What follows belongs to an exercise in optimizing a design on an open flow for small area; a production flow would make more cautious choices.
Only simulation tests tie the RTL to the original design; equivalence was not proved.
The clock port is modelled as an ideal driver; clocking choices that lean on that would not hold on a real chip.
Power and IR drop assume default switching activity.

## flow/flow/run.sh

```bash
#!/bin/bash
# The standard layout (standard.sh, synthesis unchanged) with these changes:
#  - before floorplan, combinational cells that synthesis upsized are swapped
#    back to their smallest drive strength (flow/downsize.tcl); the standard
#    repair steps add drive back where slew, capacitance or timing need it;
#  - global placement is not timing-driven (no rebuffering there); the
#    synthesis buffers are still removed before it (flow/unbuffer.tcl);
#  - the port buffers inserted before global placement are buf_1 instead of
#    the resizer's default choice;
#  - clock tree synthesis uses clkbuf_4 buffers and adds no dummy loads; after
#    it, a clock buffer driving 10 or more pins becomes a clkbuf_8
#    (flow/cts_fix.tcl) to keep clock-pin slews low.
# The full output of the make run goes to standard.log here; ORFS keeps each
# step's own log under orfs/logs/.
set -euo pipefail
here=$(pwd)
export BUFFER_PORTS_ARGS="-buffer_cell sky130_fd_sc_hd__buf_1"
export CTS_ARGS="-sink_clustering_enable -repair_clock_nets -dont_use_dummy_load -sink_clustering_size 12 -root_buf sky130_fd_sc_hd__clkbuf_4 -buf_list {sky130_fd_sc_hd__clkbuf_4}"
export PRE_FLOORPLAN_TCL="$here/flow/downsize.tcl"
export POST_CTS_TCL="$here/flow/cts_fix.tcl"
export PRE_GLOBAL_PLACE_TCL="$here/flow/unbuffer.tcl"
export CTS_FIX_MIN_SINKS=10
bash standard.sh > standard.log 2>&1
```

## flow/flow/cts_fix.tcl

```tcl
# POST_CTS hook: a clkbuf_4 clock buffer that drives many flip-flops is
# swapped for a clkbuf_8 so that every clock pin's slew stays well inside the
# limit; the placement is then legalized again.
set db [ord::get_db]
set block [[$db getChip] getBlock]
set big [$db findMaster sky130_fd_sc_hd__clkbuf_8]
set n 0
foreach inst [$block getInsts] {
  if {[[$inst getMaster] getName] != "sky130_fd_sc_hd__clkbuf_4"} { continue }
  set out [$inst findITerm X]
  set net [$out getNet]
  if {$net == "NULL"} { continue }
  set sinks [expr {[llength [$net getITerms]] - 1}]
  if {$sinks >= $::env(CTS_FIX_MIN_SINKS)} {
    puts "clock buffer [$inst getName] drives $sinks pins: clkbuf_8"
    $inst swapMaster $big
    incr n
  }
}
puts "upsized $n clock buffers"
if {$n > 0} {
  detailed_placement
  check_placement -verbose
  estimate_parasitics -placement
}
```

## flow/flow/downsize.tcl

```tcl
# PRE_FLOORPLAN hook: swap every combinational cell that synthesis upsized
# (drive strength 2 or more) back to its smallest variant of the same
# function; buffers, clock cells, flip-flops and adder cells are left alone.
# The standard flow's later repair steps add drive back where slew,
# capacitance or timing need it.
set db [ord::get_db]
set block [[$db getChip] getBlock]
set n 0
foreach inst [$block getInsts] {
  set m [[$inst getMaster] getName]
  if {![regexp {^sky130_fd_sc_hd__([a-z0-9]+)_([0-9]+)$} $m -> base drive]} { continue }
  if {$drive < 2} { continue }
  if {[regexp {^(buf|clkbuf|clkinv|dfxtp|fa|ha|conb|dly|clkdly)} $base]} { continue }
  foreach d {1 0} {
    set new [$db findMaster sky130_fd_sc_hd__${base}_$d]
    if {$new != "NULL"} {
      puts "downsize [$inst getName] $m -> sky130_fd_sc_hd__${base}_$d"
      $inst swapMaster $new
      incr n
      break
    }
  }
}
puts "downsized $n instances"
```

## flow/flow/unbuffer.tcl

```tcl
# PRE_GLOBAL_PLACE hook: remove the buffers synthesis inserted, as the
# standard flow does when global placement is timing-driven; the standard
# repair_design step after placement adds back the buffers that slew,
# capacitance or fanout limits need.
remove_buffers
```

## flow/standard.sh

```bash
#!/bin/bash
# synth_recipe.tcl (not shown) runs the flow's synth.tcl, then flattens the netlist and writes it again
# the make line also repeats each setting of config.mk as NAME=value (left out here)
make -C /OpenROAD-flow-scripts/flow DESIGN_CONFIG=/design/flow/config.mk WORK_HOME=/design/flow/orfs CLKGATE_MAP_FILE= SYNTH_SCRIPT=/design/flow/synth_recipe.tcl "${@:-finish}"
```

## flow/config.mk

```make
export PLATFORM = sky130hd
export DESIGN_NAME = mul16_top
export DESIGN_NICKNAME = mul16_top
export VERILOG_FILES = /design/flow/design.v
export SDC_FILE = /design/flow/constraint.sdc
export NUM_CORES = 4
export LEC_CHECK = 0
export ABC_AREA = 1
export CAP_MARGIN = 20
export CORE_MARGIN = 2
export CORE_UTILIZATION = 55
export CTS_BUF_LIST = sky130_fd_sc_hd__clkbuf_4 sky130_fd_sc_hd__clkbuf_8
export CTS_CLUSTER_SIZE = 16
export GPL_TIMING_DRIVEN = 0
export SLEW_MARGIN = 20
export SYNTH_HIERARCHICAL = 1
```

## flow/constraint.sdc

```tcl
create_clock -name core_clock -period 6.5 [get_ports {clk}]
set_input_delay 1.3000 -clock core_clock [delete_from_list [all_inputs] [get_ports {clk}]]
set_output_delay 1.3000 -clock core_clock [all_outputs]
set_load 0.01 [all_outputs]
```

## flow/design.v

```verilog
module half_adder(input wire a, input wire b, output wire s, output wire co);
    assign s  = a ^ b;
    assign co = a & b;
endmodule
module full_adder(input wire a, input wire b, input wire ci, output wire s, output wire co);
    assign s  = a ^ b ^ ci;
    assign co = (a & b) | (a & ci) | (b & ci);
endmodule
module booth_sel(input wire one, input wire two, input wire neg, input wire a, input wire am1, output wire x);
    assign x = ((one & a) | (two & am1)) ^ neg;
endmodule
module booth_sel1(input wire one, input wire neg, input wire a, output wire x);
    assign x = (one & a) ^ neg;
endmodule
module booth_selm(input wire one, input wire two, input wire neg, input wire a, output wire xn);
    assign xn = ~(((one | two) & a) ^ neg);
endmodule
module multi16x16(
    input   wire            a_signed,
    input   wire            b_signed,
    input   wire    [15:0]  mula,
    input   wire    [15:0]  mulb,
    output  wire    [31:0]  out
);
    wire a_top = a_signed & mula[15];
    wire b_top = b_signed & mulb[15];
    wire one0 = mulb[0];
    wire two0 = mulb[1] & ~mulb[0];
    wire neg0 = mulb[1];
    wire n1;
    assign n1 = (one0 & mula[0]) ^ neg0;
    wire n2;
    assign n2 = ((one0 & mula[1]) | (two0 & mula[0])) ^ neg0;
    wire n3;
    assign n3 = ((one0 & mula[2]) | (two0 & mula[1])) ^ neg0;
    wire n4;
    assign n4 = ((one0 & mula[3]) | (two0 & mula[2])) ^ neg0;
    wire n5;
    assign n5 = ((one0 & mula[4]) | (two0 & mula[3])) ^ neg0;
    wire n6;
    assign n6 = ((one0 & mula[5]) | (two0 & mula[4])) ^ neg0;
    wire n7;
    assign n7 = ((one0 & mula[6]) | (two0 & mula[5])) ^ neg0;
    wire n8;
    assign n8 = ((one0 & mula[7]) | (two0 & mula[6])) ^ neg0;
    wire n9;
    assign n9 = ((one0 & mula[8]) | (two0 & mula[7])) ^ neg0;
    wire n10;
    assign n10 = ((one0 & mula[9]) | (two0 & mula[8])) ^ neg0;
    wire n11;
    assign n11 = ((one0 & mula[10]) | (two0 & mula[9])) ^ neg0;
    wire n12;
    assign n12 = ((one0 & mula[11]) | (two0 & mula[10])) ^ neg0;
    wire n13;
    assign n13 = ((one0 & mula[12]) | (two0 & mula[11])) ^ neg0;
    wire n14;
    assign n14 = ((one0 & mula[13]) | (two0 & mula[12])) ^ neg0;
    wire n15;
    assign n15 = ((one0 & mula[14]) | (two0 & mula[13])) ^ neg0;
    wire n16;
    assign n16 = ((one0 & mula[15]) | (two0 & mula[14])) ^ neg0;
    wire n17;
    assign n17 = ((one0 & a_top) | (two0 & mula[15])) ^ neg0;
    wire n18;
    assign n18 = ~(((one0 | two0) & a_top) ^ neg0);
    wire one1 = mulb[2] ^ mulb[1];
    wire two1 = (mulb[3] & ~mulb[2] & ~mulb[1]) | (~mulb[3] & mulb[2] & mulb[1]);
    wire neg1 = mulb[3];
    wire n19;
    assign n19 = (one1 & mula[0]) ^ neg1;
    wire n20;
    assign n20 = ((one1 & mula[1]) | (two1 & mula[0])) ^ neg1;
    wire n21;
    assign n21 = ((one1 & mula[2]) | (two1 & mula[1])) ^ neg1;
    wire n22;
    assign n22 = ((one1 & mula[3]) | (two1 & mula[2])) ^ neg1;
    wire n23;
    assign n23 = ((one1 & mula[4]) | (two1 & mula[3])) ^ neg1;
    wire n24;
    assign n24 = ((one1 & mula[5]) | (two1 & mula[4])) ^ neg1;
    wire n25;
    assign n25 = ((one1 & mula[6]) | (two1 & mula[5])) ^ neg1;
    wire n26;
    assign n26 = ((one1 & mula[7]) | (two1 & mula[6])) ^ neg1;
    wire n27;
    assign n27 = ((one1 & mula[8]) | (two1 & mula[7])) ^ neg1;
    wire n28;
    assign n28 = ((one1 & mula[9]) | (two1 & mula[8])) ^ neg1;
    wire n29;
    assign n29 = ((one1 & mula[10]) | (two1 & mula[9])) ^ neg1;
    wire n30;
    assign n30 = ((one1 & mula[11]) | (two1 & mula[10])) ^ neg1;
    wire n31;
    assign n31 = ((one1 & mula[12]) | (two1 & mula[11])) ^ neg1;
    wire n32;
    assign n32 = ((one1 & mula[13]) | (two1 & mula[12])) ^ neg1;
    wire n33;
    assign n33 = ((one1 & mula[14]) | (two1 & mula[13])) ^ neg1;
    wire n34;
    assign n34 = ((one1 & mula[15]) | (two1 & mula[14])) ^ neg1;
    wire n35;
    assign n35 = ((one1 & a_top) | (two1 & mula[15])) ^ neg1;
    wire n36;
    assign n36 = ~(((one1 | two1) & a_top) ^ neg1);
    wire one2 = mulb[4] ^ mulb[3];
    wire two2 = (mulb[5] & ~mulb[4] & ~mulb[3]) | (~mulb[5] & mulb[4] & mulb[3]);
    wire neg2 = mulb[5];
    wire n37;
    assign n37 = (one2 & mula[0]) ^ neg2;
    wire n38;
    assign n38 = ((one2 & mula[1]) | (two2 & mula[0])) ^ neg2;
    wire n39;
    assign n39 = ((one2 & mula[2]) | (two2 & mula[1])) ^ neg2;
    wire n40;
    assign n40 = ((one2 & mula[3]) | (two2 & mula[2])) ^ neg2;
    wire n41;
    assign n41 = ((one2 & mula[4]) | (two2 & mula[3])) ^ neg2;
    wire n42;
    assign n42 = ((one2 & mula[5]) | (two2 & mula[4])) ^ neg2;
    wire n43;
    assign n43 = ((one2 & mula[6]) | (two2 & mula[5])) ^ neg2;
    wire n44;
    assign n44 = ((one2 & mula[7]) | (two2 & mula[6])) ^ neg2;
    wire n45;
    assign n45 = ((one2 & mula[8]) | (two2 & mula[7])) ^ neg2;
    wire n46;
    assign n46 = ((one2 & mula[9]) | (two2 & mula[8])) ^ neg2;
    wire n47;
    assign n47 = ((one2 & mula[10]) | (two2 & mula[9])) ^ neg2;
    wire n48;
    assign n48 = ((one2 & mula[11]) | (two2 & mula[10])) ^ neg2;
    wire n49;
    assign n49 = ((one2 & mula[12]) | (two2 & mula[11])) ^ neg2;
    wire n50;
    assign n50 = ((one2 & mula[13]) | (two2 & mula[12])) ^ neg2;
    wire n51;
    assign n51 = ((one2 & mula[14]) | (two2 & mula[13])) ^ neg2;
    wire n52;
    assign n52 = ((one2 & mula[15]) | (two2 & mula[14])) ^ neg2;
    wire n53;
    assign n53 = ((one2 & a_top) | (two2 & mula[15])) ^ neg2;
    wire n54;
    assign n54 = ~(((one2 | two2) & a_top) ^ neg2);
    wire one3 = mulb[6] ^ mulb[5];
    wire two3 = (mulb[7] & ~mulb[6] & ~mulb[5]) | (~mulb[7] & mulb[6] & mulb[5]);
    wire neg3 = mulb[7];
    wire n55;
    assign n55 = (one3 & mula[0]) ^ neg3;
    wire n56;
    assign n56 = ((one3 & mula[1]) | (two3 & mula[0])) ^ neg3;
    wire n57;
    assign n57 = ((one3 & mula[2]) | (two3 & mula[1])) ^ neg3;
    wire n58;
    assign n58 = ((one3 & mula[3]) | (two3 & mula[2])) ^ neg3;
    wire n59;
    assign n59 = ((one3 & mula[4]) | (two3 & mula[3])) ^ neg3;
    wire n60;
    assign n60 = ((one3 & mula[5]) | (two3 & mula[4])) ^ neg3;
    wire n61;
    assign n61 = ((one3 & mula[6]) | (two3 & mula[5])) ^ neg3;
    wire n62;
    assign n62 = ((one3 & mula[7]) | (two3 & mula[6])) ^ neg3;
    wire n63;
    assign n63 = ((one3 & mula[8]) | (two3 & mula[7])) ^ neg3;
    wire n64;
    assign n64 = ((one3 & mula[9]) | (two3 & mula[8])) ^ neg3;
    wire n65;
    assign n65 = ((one3 & mula[10]) | (two3 & mula[9])) ^ neg3;
    wire n66;
    assign n66 = ((one3 & mula[11]) | (two3 & mula[10])) ^ neg3;
    wire n67;
    assign n67 = ((one3 & mula[12]) | (two3 & mula[11])) ^ neg3;
    wire n68;
    assign n68 = ((one3 & mula[13]) | (two3 & mula[12])) ^ neg3;
    wire n69;
    assign n69 = ((one3 & mula[14]) | (two3 & mula[13])) ^ neg3;
    wire n70;
    assign n70 = ((one3 & mula[15]) | (two3 & mula[14])) ^ neg3;
    wire n71;
    assign n71 = ((one3 & a_top) | (two3 & mula[15])) ^ neg3;
    wire n72;
    assign n72 = ~(((one3 | two3) & a_top) ^ neg3);
    wire one4 = mulb[8] ^ mulb[7];
    wire two4 = (mulb[9] & ~mulb[8] & ~mulb[7]) | (~mulb[9] & mulb[8] & mulb[7]);
    wire neg4 = mulb[9];
    wire n73;
    assign n73 = (one4 & mula[0]) ^ neg4;
    wire n74;
    assign n74 = ((one4 & mula[1]) | (two4 & mula[0])) ^ neg4;
    wire n75;
    assign n75 = ((one4 & mula[2]) | (two4 & mula[1])) ^ neg4;
    wire n76;
    assign n76 = ((one4 & mula[3]) | (two4 & mula[2])) ^ neg4;
    wire n77;
    assign n77 = ((one4 & mula[4]) | (two4 & mula[3])) ^ neg4;
    wire n78;
    assign n78 = ((one4 & mula[5]) | (two4 & mula[4])) ^ neg4;
    wire n79;
    assign n79 = ((one4 & mula[6]) | (two4 & mula[5])) ^ neg4;
    wire n80;
    assign n80 = ((one4 & mula[7]) | (two4 & mula[6])) ^ neg4;
    wire n81;
    assign n81 = ((one4 & mula[8]) | (two4 & mula[7])) ^ neg4;
    wire n82;
    assign n82 = ((one4 & mula[9]) | (two4 & mula[8])) ^ neg4;
    wire n83;
    assign n83 = ((one4 & mula[10]) | (two4 & mula[9])) ^ neg4;
    wire n84;
    assign n84 = ((one4 & mula[11]) | (two4 & mula[10])) ^ neg4;
    wire n85;
    assign n85 = ((one4 & mula[12]) | (two4 & mula[11])) ^ neg4;
    wire n86;
    assign n86 = ((one4 & mula[13]) | (two4 & mula[12])) ^ neg4;
    wire n87;
    assign n87 = ((one4 & mula[14]) | (two4 & mula[13])) ^ neg4;
    wire n88;
    assign n88 = ((one4 & mula[15]) | (two4 & mula[14])) ^ neg4;
    wire n89;
    assign n89 = ((one4 & a_top) | (two4 & mula[15])) ^ neg4;
    wire n90;
    assign n90 = ~(((one4 | two4) & a_top) ^ neg4);
    wire one5 = mulb[10] ^ mulb[9];
    wire two5 = (mulb[11] & ~mulb[10] & ~mulb[9]) | (~mulb[11] & mulb[10] & mulb[9]);
    wire neg5 = mulb[11];
    wire n91;
    assign n91 = (one5 & mula[0]) ^ neg5;
    wire n92;
    assign n92 = ((one5 & mula[1]) | (two5 & mula[0])) ^ neg5;
    wire n93;
    assign n93 = ((one5 & mula[2]) | (two5 & mula[1])) ^ neg5;
    wire n94;
    assign n94 = ((one5 & mula[3]) | (two5 & mula[2])) ^ neg5;
    wire n95;
    assign n95 = ((one5 & mula[4]) | (two5 & mula[3])) ^ neg5;
    wire n96;
    assign n96 = ((one5 & mula[5]) | (two5 & mula[4])) ^ neg5;
    wire n97;
    assign n97 = ((one5 & mula[6]) | (two5 & mula[5])) ^ neg5;
    wire n98;
    assign n98 = ((one5 & mula[7]) | (two5 & mula[6])) ^ neg5;
    wire n99;
    assign n99 = ((one5 & mula[8]) | (two5 & mula[7])) ^ neg5;
    wire n100;
    assign n100 = ((one5 & mula[9]) | (two5 & mula[8])) ^ neg5;
    wire n101;
    assign n101 = ((one5 & mula[10]) | (two5 & mula[9])) ^ neg5;
    wire n102;
    assign n102 = ((one5 & mula[11]) | (two5 & mula[10])) ^ neg5;
    wire n103;
    assign n103 = ((one5 & mula[12]) | (two5 & mula[11])) ^ neg5;
    wire n104;
    assign n104 = ((one5 & mula[13]) | (two5 & mula[12])) ^ neg5;
    wire n105;
    assign n105 = ((one5 & mula[14]) | (two5 & mula[13])) ^ neg5;
    wire n106;
    assign n106 = ((one5 & mula[15]) | (two5 & mula[14])) ^ neg5;
    wire n107;
    assign n107 = ((one5 & a_top) | (two5 & mula[15])) ^ neg5;
    wire n108;
    assign n108 = ~(((one5 | two5) & a_top) ^ neg5);
    wire one6 = mulb[12] ^ mulb[11];
    wire two6 = (mulb[13] & ~mulb[12] & ~mulb[11]) | (~mulb[13] & mulb[12] & mulb[11]);
    wire neg6 = mulb[13];
    wire n109;
    assign n109 = (one6 & mula[0]) ^ neg6;
    wire n110;
    assign n110 = ((one6 & mula[1]) | (two6 & mula[0])) ^ neg6;
    wire n111;
    assign n111 = ((one6 & mula[2]) | (two6 & mula[1])) ^ neg6;
    wire n112;
    assign n112 = ((one6 & mula[3]) | (two6 & mula[2])) ^ neg6;
    wire n113;
    assign n113 = ((one6 & mula[4]) | (two6 & mula[3])) ^ neg6;
    wire n114;
    assign n114 = ((one6 & mula[5]) | (two6 & mula[4])) ^ neg6;
    wire n115;
    assign n115 = ((one6 & mula[6]) | (two6 & mula[5])) ^ neg6;
    wire n116;
    assign n116 = ((one6 & mula[7]) | (two6 & mula[6])) ^ neg6;
    wire n117;
    assign n117 = ((one6 & mula[8]) | (two6 & mula[7])) ^ neg6;
    wire n118;
    assign n118 = ((one6 & mula[9]) | (two6 & mula[8])) ^ neg6;
    wire n119;
    assign n119 = ((one6 & mula[10]) | (two6 & mula[9])) ^ neg6;
    wire n120;
    assign n120 = ((one6 & mula[11]) | (two6 & mula[10])) ^ neg6;
    wire n121;
    assign n121 = ((one6 & mula[12]) | (two6 & mula[11])) ^ neg6;
    wire n122;
    assign n122 = ((one6 & mula[13]) | (two6 & mula[12])) ^ neg6;
    wire n123;
    assign n123 = ((one6 & mula[14]) | (two6 & mula[13])) ^ neg6;
    wire n124;
    assign n124 = ((one6 & mula[15]) | (two6 & mula[14])) ^ neg6;
    wire n125;
    assign n125 = ((one6 & a_top) | (two6 & mula[15])) ^ neg6;
    wire n126;
    assign n126 = ~(((one6 | two6) & a_top) ^ neg6);
    wire one7 = mulb[14] ^ mulb[13];
    wire two7 = (mulb[15] & ~mulb[14] & ~mulb[13]) | (~mulb[15] & mulb[14] & mulb[13]);
    wire neg7 = mulb[15];
    wire n127;
    assign n127 = (one7 & mula[0]) ^ neg7;
    wire n128;
    assign n128 = ((one7 & mula[1]) | (two7 & mula[0])) ^ neg7;
    wire n129;
    assign n129 = ((one7 & mula[2]) | (two7 & mula[1])) ^ neg7;
    wire n130;
    assign n130 = ((one7 & mula[3]) | (two7 & mula[2])) ^ neg7;
    wire n131;
    assign n131 = ((one7 & mula[4]) | (two7 & mula[3])) ^ neg7;
    wire n132;
    assign n132 = ((one7 & mula[5]) | (two7 & mula[4])) ^ neg7;
    wire n133;
    assign n133 = ((one7 & mula[6]) | (two7 & mula[5])) ^ neg7;
    wire n134;
    assign n134 = ((one7 & mula[7]) | (two7 & mula[6])) ^ neg7;
    wire n135;
    assign n135 = ((one7 & mula[8]) | (two7 & mula[7])) ^ neg7;
    wire n136;
    assign n136 = ((one7 & mula[9]) | (two7 & mula[8])) ^ neg7;
    wire n137;
    assign n137 = ((one7 & mula[10]) | (two7 & mula[9])) ^ neg7;
    wire n138;
    assign n138 = ((one7 & mula[11]) | (two7 & mula[10])) ^ neg7;
    wire n139;
    assign n139 = ((one7 & mula[12]) | (two7 & mula[11])) ^ neg7;
    wire n140;
    assign n140 = ((one7 & mula[13]) | (two7 & mula[12])) ^ neg7;
    wire n141;
    assign n141 = ((one7 & mula[14]) | (two7 & mula[13])) ^ neg7;
    wire n142;
    assign n142 = ((one7 & mula[15]) | (two7 & mula[14])) ^ neg7;
    wire n143;
    assign n143 = ((one7 & a_top) | (two7 & mula[15])) ^ neg7;
    wire n144;
    assign n144 = ~(((one7 | two7) & a_top) ^ neg7);
    wire one8 = mulb[15] & ~b_top;
    wire n145;
    assign n145 = one8 & mula[0];
    wire n146;
    assign n146 = one8 & mula[1];
    wire n147;
    assign n147 = one8 & mula[2];
    wire n148;
    assign n148 = one8 & mula[3];
    wire n149;
    assign n149 = one8 & mula[4];
    wire n150;
    assign n150 = one8 & mula[5];
    wire n151;
    assign n151 = one8 & mula[6];
    wire n152;
    assign n152 = one8 & mula[7];
    wire n153;
    assign n153 = one8 & mula[8];
    wire n154;
    assign n154 = one8 & mula[9];
    wire n155;
    assign n155 = one8 & mula[10];
    wire n156;
    assign n156 = one8 & mula[11];
    wire n157;
    assign n157 = one8 & mula[12];
    wire n158;
    assign n158 = one8 & mula[13];
    wire n159;
    assign n159 = one8 & mula[14];
    wire n160;
    assign n160 = one8 & mula[15];
    wire n161, n162;
    half_adder ha1 (.a(neg0), .b(n1), .s(n161), .co(n162));
    wire n163, n164;
    half_adder ha2 (.a(n2), .b(n162), .s(n163), .co(n164));
    wire n165, n166;
    full_adder fa1 (.a(neg1), .b(n3), .ci(n19), .s(n165), .co(n166));
    wire n167, n168;
    half_adder ha3 (.a(n164), .b(n165), .s(n167), .co(n168));
    wire n169, n170;
    full_adder fa2 (.a(n4), .b(n20), .ci(n166), .s(n169), .co(n170));
    wire n171, n172;
    half_adder ha4 (.a(n168), .b(n169), .s(n171), .co(n172));
    wire n173, n174;
    full_adder fa3 (.a(neg2), .b(n5), .ci(n21), .s(n173), .co(n174));
    wire n175, n176;
    full_adder fa4 (.a(n37), .b(n173), .ci(n170), .s(n175), .co(n176));
    wire n177, n178;
    half_adder ha5 (.a(n172), .b(n175), .s(n177), .co(n178));
    wire n179, n180;
    full_adder fa5 (.a(n6), .b(n22), .ci(n38), .s(n179), .co(n180));
    wire n181, n182;
    full_adder fa6 (.a(n174), .b(n179), .ci(n176), .s(n181), .co(n182));
    wire n183, n184;
    half_adder ha6 (.a(n178), .b(n181), .s(n183), .co(n184));
    wire n185, n186;
    full_adder fa7 (.a(neg3), .b(n7), .ci(n23), .s(n185), .co(n186));
    wire n187, n188;
    full_adder fa8 (.a(n39), .b(n55), .ci(n180), .s(n187), .co(n188));
    wire n189, n190;
    full_adder fa9 (.a(n185), .b(n187), .ci(n182), .s(n189), .co(n190));
    wire n191, n192;
    half_adder ha7 (.a(n184), .b(n189), .s(n191), .co(n192));
    wire n193, n194;
    full_adder fa10 (.a(n8), .b(n24), .ci(n40), .s(n193), .co(n194));
    wire n195, n196;
    full_adder fa11 (.a(n56), .b(n186), .ci(n193), .s(n195), .co(n196));
    wire n197, n198;
    full_adder fa12 (.a(n188), .b(n195), .ci(n190), .s(n197), .co(n198));
    wire n199, n200;
    full_adder fa13 (.a(neg4), .b(n9), .ci(n25), .s(n199), .co(n200));
    wire n201, n202;
    full_adder fa14 (.a(n41), .b(n57), .ci(n73), .s(n201), .co(n202));
    wire n203, n204;
    full_adder fa15 (.a(n194), .b(n199), .ci(n201), .s(n203), .co(n204));
    wire n205, n206;
    half_adder ha8 (.a(n196), .b(n203), .s(n205), .co(n206));
    wire n207, n208;
    full_adder fa16 (.a(n10), .b(n26), .ci(n42), .s(n207), .co(n208));
    wire n209, n210;
    full_adder fa17 (.a(n58), .b(n74), .ci(n200), .s(n209), .co(n210));
    wire n211, n212;
    full_adder fa18 (.a(n202), .b(n207), .ci(n209), .s(n211), .co(n212));
    wire n213, n214;
    full_adder fa19 (.a(n204), .b(n211), .ci(n206), .s(n213), .co(n214));
    wire n215, n216;
    full_adder fa20 (.a(neg5), .b(n11), .ci(n27), .s(n215), .co(n216));
    wire n217, n218;
    full_adder fa21 (.a(n43), .b(n59), .ci(n75), .s(n217), .co(n218));
    wire n219, n220;
    full_adder fa22 (.a(n91), .b(n208), .ci(n215), .s(n219), .co(n220));
    wire n221, n222;
    full_adder fa23 (.a(n217), .b(n210), .ci(n219), .s(n221), .co(n222));
    wire n223, n224;
    full_adder fa24 (.a(n212), .b(n221), .ci(n214), .s(n223), .co(n224));
    wire n225, n226;
    full_adder fa25 (.a(n12), .b(n28), .ci(n44), .s(n225), .co(n226));
    wire n227, n228;
    full_adder fa26 (.a(n60), .b(n76), .ci(n92), .s(n227), .co(n228));
    wire n229, n230;
    full_adder fa27 (.a(n216), .b(n218), .ci(n225), .s(n229), .co(n230));
    wire n231, n232;
    full_adder fa28 (.a(n227), .b(n220), .ci(n229), .s(n231), .co(n232));
    wire n233, n234;
    full_adder fa29 (.a(n222), .b(n231), .ci(n224), .s(n233), .co(n234));
    wire n235, n236;
    full_adder fa30 (.a(neg6), .b(n13), .ci(n29), .s(n235), .co(n236));
    wire n237, n238;
    full_adder fa31 (.a(n45), .b(n61), .ci(n77), .s(n237), .co(n238));
    wire n239, n240;
    full_adder fa32 (.a(n93), .b(n109), .ci(n226), .s(n239), .co(n240));
    wire n241, n242;
    full_adder fa33 (.a(n228), .b(n235), .ci(n237), .s(n241), .co(n242));
    wire n243, n244;
    full_adder fa34 (.a(n239), .b(n230), .ci(n241), .s(n243), .co(n244));
    wire n245, n246;
    half_adder ha9 (.a(n232), .b(n243), .s(n245), .co(n246));
    wire n247, n248;
    full_adder fa35 (.a(n14), .b(n30), .ci(n46), .s(n247), .co(n248));
    wire n249, n250;
    full_adder fa36 (.a(n62), .b(n78), .ci(n94), .s(n249), .co(n250));
    wire n251, n252;
    full_adder fa37 (.a(n110), .b(n236), .ci(n238), .s(n251), .co(n252));
    wire n253, n254;
    full_adder fa38 (.a(n247), .b(n249), .ci(n240), .s(n253), .co(n254));
    wire n255, n256;
    full_adder fa39 (.a(n242), .b(n251), .ci(n253), .s(n255), .co(n256));
    wire n257, n258;
    full_adder fa40 (.a(n244), .b(n255), .ci(n246), .s(n257), .co(n258));
    wire n259, n260;
    full_adder fa41 (.a(neg7), .b(n15), .ci(n31), .s(n259), .co(n260));
    wire n261, n262;
    full_adder fa42 (.a(n47), .b(n63), .ci(n79), .s(n261), .co(n262));
    wire n263, n264;
    full_adder fa43 (.a(n95), .b(n111), .ci(n127), .s(n263), .co(n264));
    wire n265, n266;
    full_adder fa44 (.a(n248), .b(n250), .ci(n259), .s(n265), .co(n266));
    wire n267, n268;
    full_adder fa45 (.a(n261), .b(n263), .ci(n252), .s(n267), .co(n268));
    wire n269, n270;
    full_adder fa46 (.a(n265), .b(n254), .ci(n267), .s(n269), .co(n270));
    wire n271, n272;
    full_adder fa47 (.a(n256), .b(n269), .ci(n258), .s(n271), .co(n272));
    wire n273, n274;
    full_adder fa48 (.a(n16), .b(n32), .ci(n48), .s(n273), .co(n274));
    wire n275, n276;
    full_adder fa49 (.a(n64), .b(n80), .ci(n96), .s(n275), .co(n276));
    wire n277, n278;
    full_adder fa50 (.a(n112), .b(n128), .ci(n260), .s(n277), .co(n278));
    wire n279, n280;
    full_adder fa51 (.a(n262), .b(n264), .ci(n273), .s(n279), .co(n280));
    wire n281, n282;
    full_adder fa52 (.a(n275), .b(n277), .ci(n266), .s(n281), .co(n282));
    wire n283, n284;
    full_adder fa53 (.a(n279), .b(n268), .ci(n281), .s(n283), .co(n284));
    wire n285, n286;
    half_adder ha10 (.a(n270), .b(n283), .s(n285), .co(n286));
    wire n287, n288;
    full_adder fa54 (.a(n17), .b(n33), .ci(n49), .s(n287), .co(n288));
    wire n289, n290;
    full_adder fa55 (.a(n65), .b(n81), .ci(n97), .s(n289), .co(n290));
    wire n291, n292;
    full_adder fa56 (.a(n113), .b(n129), .ci(n145), .s(n291), .co(n292));
    wire n293, n294;
    full_adder fa57 (.a(n274), .b(n276), .ci(n287), .s(n293), .co(n294));
    wire n295, n296;
    full_adder fa58 (.a(n289), .b(n291), .ci(n278), .s(n295), .co(n296));
    wire n297, n298;
    full_adder fa59 (.a(n280), .b(n293), .ci(n295), .s(n297), .co(n298));
    wire n299, n300;
    full_adder fa60 (.a(n282), .b(n297), .ci(n284), .s(n299), .co(n300));
    wire n301 = ~n18;
    wire n302, n303;
    full_adder fa61 (.a(n34), .b(n50), .ci(n66), .s(n302), .co(n303));
    wire n304, n305;
    full_adder fa62 (.a(n82), .b(n98), .ci(n114), .s(n304), .co(n305));
    wire n306, n307;
    full_adder fa63 (.a(n130), .b(n146), .ci(n301), .s(n306), .co(n307));
    wire n308, n309;
    full_adder fa64 (.a(n288), .b(n290), .ci(n292), .s(n308), .co(n309));
    wire n310, n311;
    full_adder fa65 (.a(n302), .b(n304), .ci(n306), .s(n310), .co(n311));
    wire n312, n313;
    full_adder fa66 (.a(n294), .b(n308), .ci(n310), .s(n312), .co(n313));
    wire n314, n315;
    full_adder fa67 (.a(n296), .b(n312), .ci(n298), .s(n314), .co(n315));
    wire n316 = ~n35;
    wire n317, n318;
    full_adder fa68 (.a(n51), .b(n67), .ci(n83), .s(n317), .co(n318));
    wire n319, n320;
    full_adder fa69 (.a(n99), .b(n115), .ci(n131), .s(n319), .co(n320));
    wire n321, n322;
    full_adder fa70 (.a(n147), .b(n18), .ci(n316), .s(n321), .co(n322));
    wire n323, n324;
    full_adder fa71 (.a(n303), .b(n305), .ci(n307), .s(n323), .co(n324));
    wire n325, n326;
    full_adder fa72 (.a(n317), .b(n319), .ci(n321), .s(n325), .co(n326));
    wire n327, n328;
    full_adder fa73 (.a(n309), .b(n311), .ci(n323), .s(n327), .co(n328));
    wire n329, n330;
    full_adder fa74 (.a(n325), .b(n313), .ci(n327), .s(n329), .co(n330));
    wire n331, n332;
    full_adder fa75 (.a(n36), .b(n52), .ci(n68), .s(n331), .co(n332));
    wire n333, n334;
    full_adder fa76 (.a(n84), .b(n100), .ci(n116), .s(n333), .co(n334));
    wire n335, n336;
    full_adder fa77 (.a(n132), .b(n148), .ci(n35), .s(n335), .co(n336));
    wire n337, n338;
    full_adder fa78 (.a(n318), .b(n320), .ci(n322), .s(n337), .co(n338));
    wire n339, n340;
    full_adder fa79 (.a(n331), .b(n333), .ci(n335), .s(n339), .co(n340));
    wire n341, n342;
    full_adder fa80 (.a(n324), .b(n326), .ci(n337), .s(n341), .co(n342));
    wire n343, n344;
    full_adder fa81 (.a(n339), .b(n328), .ci(n341), .s(n343), .co(n344));
    wire n345 = ~n53;
    wire n346, n347;
    full_adder fa82 (.a(n69), .b(n85), .ci(n101), .s(n346), .co(n347));
    wire n348, n349;
    full_adder fa83 (.a(n117), .b(n133), .ci(n149), .s(n348), .co(n349));
    wire n350, n351;
    full_adder fa84 (.a(n345), .b(n332), .ci(n334), .s(n350), .co(n351));
    wire n352, n353;
    full_adder fa85 (.a(n336), .b(n346), .ci(n348), .s(n352), .co(n353));
    wire n354, n355;
    full_adder fa86 (.a(n338), .b(n340), .ci(n350), .s(n354), .co(n355));
    wire n356, n357;
    full_adder fa87 (.a(n352), .b(n342), .ci(n354), .s(n356), .co(n357));
    wire n358, n359;
    full_adder fa88 (.a(n54), .b(n70), .ci(n86), .s(n358), .co(n359));
    wire n360, n361;
    full_adder fa89 (.a(n102), .b(n118), .ci(n134), .s(n360), .co(n361));
    wire n362, n363;
    full_adder fa90 (.a(n150), .b(n53), .ci(n347), .s(n362), .co(n363));
    wire n364, n365;
    full_adder fa91 (.a(n349), .b(n358), .ci(n360), .s(n364), .co(n365));
    wire n366, n367;
    full_adder fa92 (.a(n351), .b(n362), .ci(n353), .s(n366), .co(n367));
    wire n368, n369;
    full_adder fa93 (.a(n364), .b(n355), .ci(n366), .s(n368), .co(n369));
    wire n370 = ~n71;
    wire n371, n372;
    full_adder fa94 (.a(n87), .b(n103), .ci(n119), .s(n371), .co(n372));
    wire n373, n374;
    full_adder fa95 (.a(n135), .b(n151), .ci(n370), .s(n373), .co(n374));
    wire n375, n376;
    full_adder fa96 (.a(n359), .b(n361), .ci(n371), .s(n375), .co(n376));
    wire n377, n378;
    full_adder fa97 (.a(n373), .b(n363), .ci(n365), .s(n377), .co(n378));
    wire n379, n380;
    full_adder fa98 (.a(n375), .b(n367), .ci(n377), .s(n379), .co(n380));
    wire n381, n382;
    full_adder fa99 (.a(n72), .b(n88), .ci(n104), .s(n381), .co(n382));
    wire n383, n384;
    full_adder fa100 (.a(n120), .b(n136), .ci(n152), .s(n383), .co(n384));
    wire n385, n386;
    full_adder fa101 (.a(n71), .b(n372), .ci(n374), .s(n385), .co(n386));
    wire n387, n388;
    full_adder fa102 (.a(n381), .b(n383), .ci(n376), .s(n387), .co(n388));
    wire n389, n390;
    full_adder fa103 (.a(n385), .b(n378), .ci(n387), .s(n389), .co(n390));
    wire n391 = ~n89;
    wire n392, n393;
    full_adder fa104 (.a(n105), .b(n121), .ci(n137), .s(n392), .co(n393));
    wire n394, n395;
    full_adder fa105 (.a(n153), .b(n391), .ci(n382), .s(n394), .co(n395));
    wire n396, n397;
    full_adder fa106 (.a(n384), .b(n392), .ci(n386), .s(n396), .co(n397));
    wire n398, n399;
    full_adder fa107 (.a(n394), .b(n396), .ci(n388), .s(n398), .co(n399));
    wire n400, n401;
    full_adder fa108 (.a(n90), .b(n106), .ci(n122), .s(n400), .co(n401));
    wire n402, n403;
    full_adder fa109 (.a(n138), .b(n154), .ci(n89), .s(n402), .co(n403));
    wire n404, n405;
    full_adder fa110 (.a(n393), .b(n400), .ci(n402), .s(n404), .co(n405));
    wire n406, n407;
    full_adder fa111 (.a(n395), .b(n404), .ci(n397), .s(n406), .co(n407));
    wire n408 = ~n107;
    wire n409, n410;
    full_adder fa112 (.a(n123), .b(n139), .ci(n155), .s(n409), .co(n410));
    wire n411, n412;
    full_adder fa113 (.a(n408), .b(n401), .ci(n403), .s(n411), .co(n412));
    wire n413, n414;
    full_adder fa114 (.a(n409), .b(n405), .ci(n411), .s(n413), .co(n414));
    wire n415, n416;
    full_adder fa115 (.a(n108), .b(n124), .ci(n140), .s(n415), .co(n416));
    wire n417, n418;
    full_adder fa116 (.a(n156), .b(n107), .ci(n410), .s(n417), .co(n418));
    wire n419, n420;
    full_adder fa117 (.a(n415), .b(n412), .ci(n417), .s(n419), .co(n420));
    wire n421 = ~n125;
    wire n422, n423;
    full_adder fa118 (.a(n141), .b(n157), .ci(n421), .s(n422), .co(n423));
    wire n424, n425;
    full_adder fa119 (.a(n416), .b(n422), .ci(n418), .s(n424), .co(n425));
    wire n426, n427;
    full_adder fa120 (.a(n126), .b(n142), .ci(n158), .s(n426), .co(n427));
    wire n428, n429;
    full_adder fa121 (.a(n125), .b(n423), .ci(n426), .s(n428), .co(n429));
    wire n430 = ~n143;
    wire n431, n432;
    full_adder fa122 (.a(n159), .b(n430), .ci(n427), .s(n431), .co(n432));
    wire n433, n434;
    full_adder fa123 (.a(n144), .b(n160), .ci(n143), .s(n433), .co(n434));
    wire n435, n436;
    half_adder ha11 (.a(n192), .b(n197), .s(n435), .co(n436));
    wire n437, n438;
    half_adder ha12 (.a(n198), .b(n205), .s(n437), .co(n438));
    wire n439, n440;
    half_adder ha13 (.a(n234), .b(n245), .s(n439), .co(n440));
    wire n441, n442;
    half_adder ha14 (.a(n272), .b(n285), .s(n441), .co(n442));
    wire n443, n444;
    half_adder ha15 (.a(n286), .b(n299), .s(n443), .co(n444));
    wire n445, n446;
    half_adder ha16 (.a(n300), .b(n314), .s(n445), .co(n446));
    wire n447, n448;
    half_adder ha17 (.a(n315), .b(n329), .s(n447), .co(n448));
    wire n449, n450;
    half_adder ha18 (.a(n330), .b(n343), .s(n449), .co(n450));
    wire n451, n452;
    half_adder ha19 (.a(n344), .b(n356), .s(n451), .co(n452));
    wire n453, n454;
    half_adder ha20 (.a(n357), .b(n368), .s(n453), .co(n454));
    wire n455, n456;
    half_adder ha21 (.a(n369), .b(n379), .s(n455), .co(n456));
    wire n457, n458;
    half_adder ha22 (.a(n380), .b(n389), .s(n457), .co(n458));
    wire n459, n460;
    half_adder ha23 (.a(n390), .b(n398), .s(n459), .co(n460));
    wire n461, n462;
    half_adder ha24 (.a(n399), .b(n406), .s(n461), .co(n462));
    wire n463, n464;
    half_adder ha25 (.a(n407), .b(n413), .s(n463), .co(n464));
    wire n465, n466;
    half_adder ha26 (.a(n414), .b(n419), .s(n465), .co(n466));
    wire n467, n468;
    half_adder ha27 (.a(n420), .b(n424), .s(n467), .co(n468));
    wire n469, n470;
    half_adder ha28 (.a(n425), .b(n428), .s(n469), .co(n470));
    wire n471, n472;
    half_adder ha29 (.a(n429), .b(n431), .s(n471), .co(n472));
    wire n473, n474;
    half_adder ha30 (.a(n432), .b(n433), .s(n473), .co(n474));
    wire n475 = n438 | (n437 & n436);
    wire n476 = n437 & n435;
    wire n477 = n223 & n213;
    wire n478 = n439 & n233;
    wire n479 = n271 & n257;
    wire n480 = n444 | (n443 & n442);
    wire n481 = n443 & n441;
    wire n482 = n448 | (n447 & n446);
    wire n483 = n447 & n445;
    wire n484 = n452 | (n451 & n450);
    wire n485 = n451 & n449;
    wire n486 = n456 | (n455 & n454);
    wire n487 = n455 & n453;
    wire n488 = n460 | (n459 & n458);
    wire n489 = n459 & n457;
    wire n490 = n464 | (n463 & n462);
    wire n491 = n463 & n461;
    wire n492 = n468 | (n467 & n466);
    wire n493 = n467 & n465;
    wire n494 = n472 | (n471 & n470);
    wire n495 = n471 & n469;
    wire n496 = n477 & n475;
    wire n497 = n477 & n476;
    wire n498 = n479 & n440;
    wire n499 = n479 & n478;
    wire n500 = n482 | (n483 & n480);
    wire n501 = n483 & n481;
    wire n502 = n486 | (n487 & n484);
    wire n503 = n487 & n485;
    wire n504 = n490 | (n491 & n488);
    wire n505 = n491 & n489;
    wire n506 = n494 | (n495 & n492);
    wire n507 = n495 & n493;
    wire n508 = n498 | (n499 & n496);
    wire n509 = n499 & n497;
    wire n510 = n502 | (n503 & n500);
    wire n511 = n503 & n501;
    wire n512 = n506 | (n507 & n504);
    wire n513 = n507 & n505;
    wire n514 = n510 | (n511 & n508);
    wire n515 = n511 & n509;
    wire n516 = n512 | (n513 & n514);
    wire n517 = n513 & n515;
    wire n518 = n500 | (n501 & n508);
    wire n519 = n501 & n509;
    wire n520 = n504 | (n505 & n514);
    wire n521 = n505 & n515;
    wire n522 = n440 | (n478 & n496);
    wire n523 = n478 & n497;
    wire n524 = n480 | (n481 & n508);
    wire n525 = n481 & n509;
    wire n526 = n484 | (n485 & n518);
    wire n527 = n485 & n519;
    wire n528 = n488 | (n489 & n514);
    wire n529 = n489 & n515;
    wire n530 = n492 | (n493 & n520);
    wire n531 = n493 & n521;
    wire n532 = n213 & n475;
    wire n533 = n213 & n476;
    wire n534 = n233 & n496;
    wire n535 = n233 & n497;
    wire n536 = n257 & n522;
    wire n537 = n257 & n523;
    wire n538 = n442 | (n441 & n508);
    wire n539 = n441 & n509;
    wire n540 = n446 | (n445 & n524);
    wire n541 = n445 & n525;
    wire n542 = n450 | (n449 & n518);
    wire n543 = n449 & n519;
    wire n544 = n454 | (n453 & n526);
    wire n545 = n453 & n527;
    wire n546 = n458 | (n457 & n514);
    wire n547 = n457 & n515;
    wire n548 = n462 | (n461 & n528);
    wire n549 = n461 & n529;
    wire n550 = n466 | (n465 & n520);
    wire n551 = n465 & n521;
    wire n552 = n470 | (n469 & n530);
    wire n553 = n469 & n531;
    wire n554 = n474 | (n473 & n516);
    wire n555 = n473 & n517;
    wire n556 = n437 ^ n436;
    wire n557 = n213 ^ n475;
    wire n558 = n223 ^ n532;
    wire n559 = n233 ^ n496;
    wire n560 = n439 ^ n534;
    wire n561 = n257 ^ n522;
    wire n562 = n271 ^ n536;
    wire n563 = n441 ^ n508;
    wire n564 = n443 ^ n538;
    wire n565 = n445 ^ n524;
    wire n566 = n447 ^ n540;
    wire n567 = n449 ^ n518;
    wire n568 = n451 ^ n542;
    wire n569 = n453 ^ n526;
    wire n570 = n455 ^ n544;
    wire n571 = n457 ^ n514;
    wire n572 = n459 ^ n546;
    wire n573 = n461 ^ n528;
    wire n574 = n463 ^ n548;
    wire n575 = n465 ^ n520;
    wire n576 = n467 ^ n550;
    wire n577 = n469 ^ n530;
    wire n578 = n471 ^ n552;
    wire n579 = n473 ^ n516;
    assign out[0] = n161;  
    assign out[1] = n163;  
    assign out[2] = n167;  
    assign out[3] = n171;  
    assign out[4] = n177;  
    assign out[5] = n183;  
    assign out[6] = n191;  
    assign out[7] = n435;  
    assign out[8] = n556;  
    assign out[9] = n557;  
    assign out[10] = n558;  
    assign out[11] = n559;  
    assign out[12] = n560;  
    assign out[13] = n561;  
    assign out[14] = n562;  
    assign out[15] = n563;  
    assign out[16] = n564;  
    assign out[17] = n565;  
    assign out[18] = n566;  
    assign out[19] = n567;  
    assign out[20] = n568;  
    assign out[21] = n569;  
    assign out[22] = n570;  
    assign out[23] = n571;  
    assign out[24] = n572;  
    assign out[25] = n573;  
    assign out[26] = n574;  
    assign out[27] = n575;  
    assign out[28] = n576;  
    assign out[29] = n577;  
    assign out[30] = n578;  
    assign out[31] = n579;  
endmodule
module mul16_top(
    input   wire            clk,
    input   wire            a_signed,
    input   wire            b_signed,
    input   wire    [15:0]  mula,
    input   wire    [15:0]  mulb,
    output  reg     [31:0]  p
);
reg             a_signed_q, b_signed_q;
reg     [15:0]  mula_q, mulb_q;
wire    [31:0]  prod;
always @(posedge clk) begin
    a_signed_q <= a_signed;
    b_signed_q <= b_signed;
    mula_q     <= mula;
    mulb_q     <= mulb;
    p          <= prod;
end
multi16x16 mult(
    .a_signed(a_signed_q),
    .b_signed(b_signed_q),
    .mula(mula_q),
    .mulb(mulb_q),
    .out(prod)
);
endmodule
```

==> impl_results.md <==
- Tot Pwr: 4830 uW
- Worst Reg2Reg Path Length in Cells: 24
- Worst Path Required: 6.87 ns
- Core box area: 13,900 um2
- Final wirelength: 17,600 um
- Worst hold path depth: 1
- Worst setup margin: 0.358 ns
- Cell count after synthesis: 784
- FMAX: 0.163 GHz
- GRT Total Usage: 25.4%
- Worst r2r src: mulb_q[7]
- Ports: 67
- Tmin final: 6.14 ns
- Die width: 123 um
- Total gr overflow: 0
- Most frequent cell on the critical path: nand2_1
- Fin. Hold Viols: 0
- Clock latency on the worst-skew pair: 0.44 ns
- Die ar.: 15,200 um2
- Layout cells sized above 1: 3.22%
- CP Class: flop to flop
- Clock slew seen by the registers of the worst setup and hold paths: 0.08 ns
- # DRC: 0
- First-pass GRT wire length: 29,400 um
- Maximum vdd drop: 0.449 mV
- RSZ-0062 raised after global routing: false
- DRT antenna net count: 0
- Hold Path Origin: mulb_q[1]
- Syn nets: 984
- # setup viols final: 0
- Slew HR: 47.0%
- Leak: 0.00330 uW
- PwrDens: 615 nW/um2
- Iteration-0 DRC Markers: 324
- Pin count of the biggest net entering global routing: 24
- Crit path max-delay cell type: dfxtp_2
- Critical path, cell by cell: inv_1 -> o21ai_2 -> o22ai_1 -> xor2_1 -> fa_1 -> fa_1 -> ha_1 -> fa_1 -> fa_1 -> fa_1 -> ha_1 -> nand2_1 -> nor2_1 -> nand2_1 -> nand2_1 -> nand2_1 -> nand3_1 -> nand2_1 -> nand2_1 -> nand2_1 -> nand2_1 -> ha_1 -> nor2_1 -> xnor2_1
- FF-to-FF setup slack: 0.36 ns
- Register area: 1340 um2
- CTS tree: built
- Max-cap violations: 0
- WL/cell: 18.4 um
- Worst-Margin Slew: 0.787 ns
- CP arrival: 6.51 ns
- Via/cell ratio: 5.81
- Hold worst-path end: p[0]
- IO Port Bufs: 66
- Initial Utilization: 56.3%
- Clock Skew: 0.0195 ns
- Area of the multi-input gates: 5740 um2
- Routability cong.: 0.888
- Yosys warnings: 7
- Vias: 5,570
- Num rows: 43
- Die Height: 123 um
- Crit start category: flop
- Worst hold path class: flop to flop
- RR Endpoint: p[30]
- Vias in the first global route: 5,691
- Placement Setup Slack: -0.464 ns
- Filler instances: 1,298
- CP Capture Type: flop
- Nets@finish: 979
- Worst-path maximum fanout: 22
- Detailed placer's ending HPWL: 13,000 um
- Critical Path Max Stage Delay: 0.76 ns
- Initial antenna violation count: 1
- Status: timing/DRC/antenna clean
- Pins Over Slew Limit: 0
- Drt pass-1 iters: 5
- Clock net sink count: 66
- Period utilization: 94.5%
final cells by class:
cell class,instances,area share (%)
repair buffers,68,3.35
clock buffers,9,1.18
diodes,1,0.0319
inverters,52,2.49
multi-input cells,582,73.1
well taps,180,2.87
flip-flops and latches,66,17.0
state kept, by name, summed over array words and instances, names as in the netlist:
signal      flops
p              32
mula_q         16
mulb_q         16
b_signed_q      1
a_signed_q      1
worst max-delay path by stage:
stage                   start    end  slack (ns)  cells after the start
floorplan           mulb_q[3]  p[30]        1.12                     27
global route        mulb_q[7]  p[30]       0.002                     24
finish              mulb_q[7]  p[30]        0.36                     24
global placement    mulb_q[5]  p[30]       -0.50                     22
detailed placement  mulb_q[3]  p[30]       -0.46                     24
routing by layer:
metal / vias to the layer above / wire (um) / share of wire (%) / track usage [%]
met5: - / 0 / 0 / 0
met4: 0 / 466 / 2.6 / 10.8
met3: 30 / 1220 / 6.9 / 4.61
met2: 187 / 8040 / 46 / 39.1
met1: 2776 / 7890 / 45 / 35.4
li1: 2577 / - / - / -
power by group:
part | switching (uW) | internal, uW | total [uW]
Sequential | 50.2 | 620 | 670
Clock | 142 | 89.8 | 232
Combinational | 2150 | 1770 | 3930
critical path, delay by kind of cell (launching register included):
kind | cells | cell delay, ns
flip-flops | 1 | 0.76
buffers and inverters | 1 | 0.21
adder cells (fa/ha/maj) | 8 | 2.86
AO/OA/AOI/OAI | 2 | 0.81
AND/OR/NAND/NOR | 11 | 1.07
XOR/XNOR | 2 | 0.33
through the flow:
| step | utilization (%) | hold WS [ns] | cells | area (um2) | TNS (ns) |
|---|---|---|---|---|---|
| 5_1_grt | 56.6 | 0.836 | 958 | 7850 | 0 |
| 3_5_place_dp | 55.6 | 1.07 | 948 | 7710 | -2.96 |
| 3_3_place_gp | 55.4 | 1.07 | 946 | 7690 | -3.32 |
| 6_report | 56.6 | 0.797 | 958 | 7850 | 0 |
| 2_1_floorplan | - | 0.592 | 784 | 7820 | 0 |
cell usage in the layout (no fill, tap or decap), types with 5 or more instances in the layout:
cell,instances
nand3_1,7
a21oi_1,13
dfxtp_2,6
fa_1,123
inv_1,35
o22ai_1,127
buf_1,66
ha_1,42
clkbuf_4,5
nand2_1,49
nor2_1,46
dfxtp_1,58
xnor2_1,8
clkinv_1,17
xor2_1,137
a211oi_1,7

[what the ideal ports hide]
In the flow no input, the clock included, has a driving cell. The finished layout below was timed again as built, in two steps. Step 1 sets driving cells, clkbuf_16 on the clock port and buf_2 on the other inputs (assumed; they add their load-dependent delay and slew). Step 2 times the ports against the registers' clock, not the clock port: input delays grow and output delays shrink by t, the midpoint of the rising clock arrivals with the driver on. Three values: no drivers, after step 1, after step 2; two values: the first two.
t, ns: 0.469
setup slack, ns: 0.358 / 0.358 / 0.358
latest minus earliest clock arrival (ns): 0.020 / 0.020
pins driven straight from the clock port: 1
After both steps setup and hold are still met in this run. The setup slack of this run moves by 0.000 ns with the drivers and by 0.000 ns with both steps.
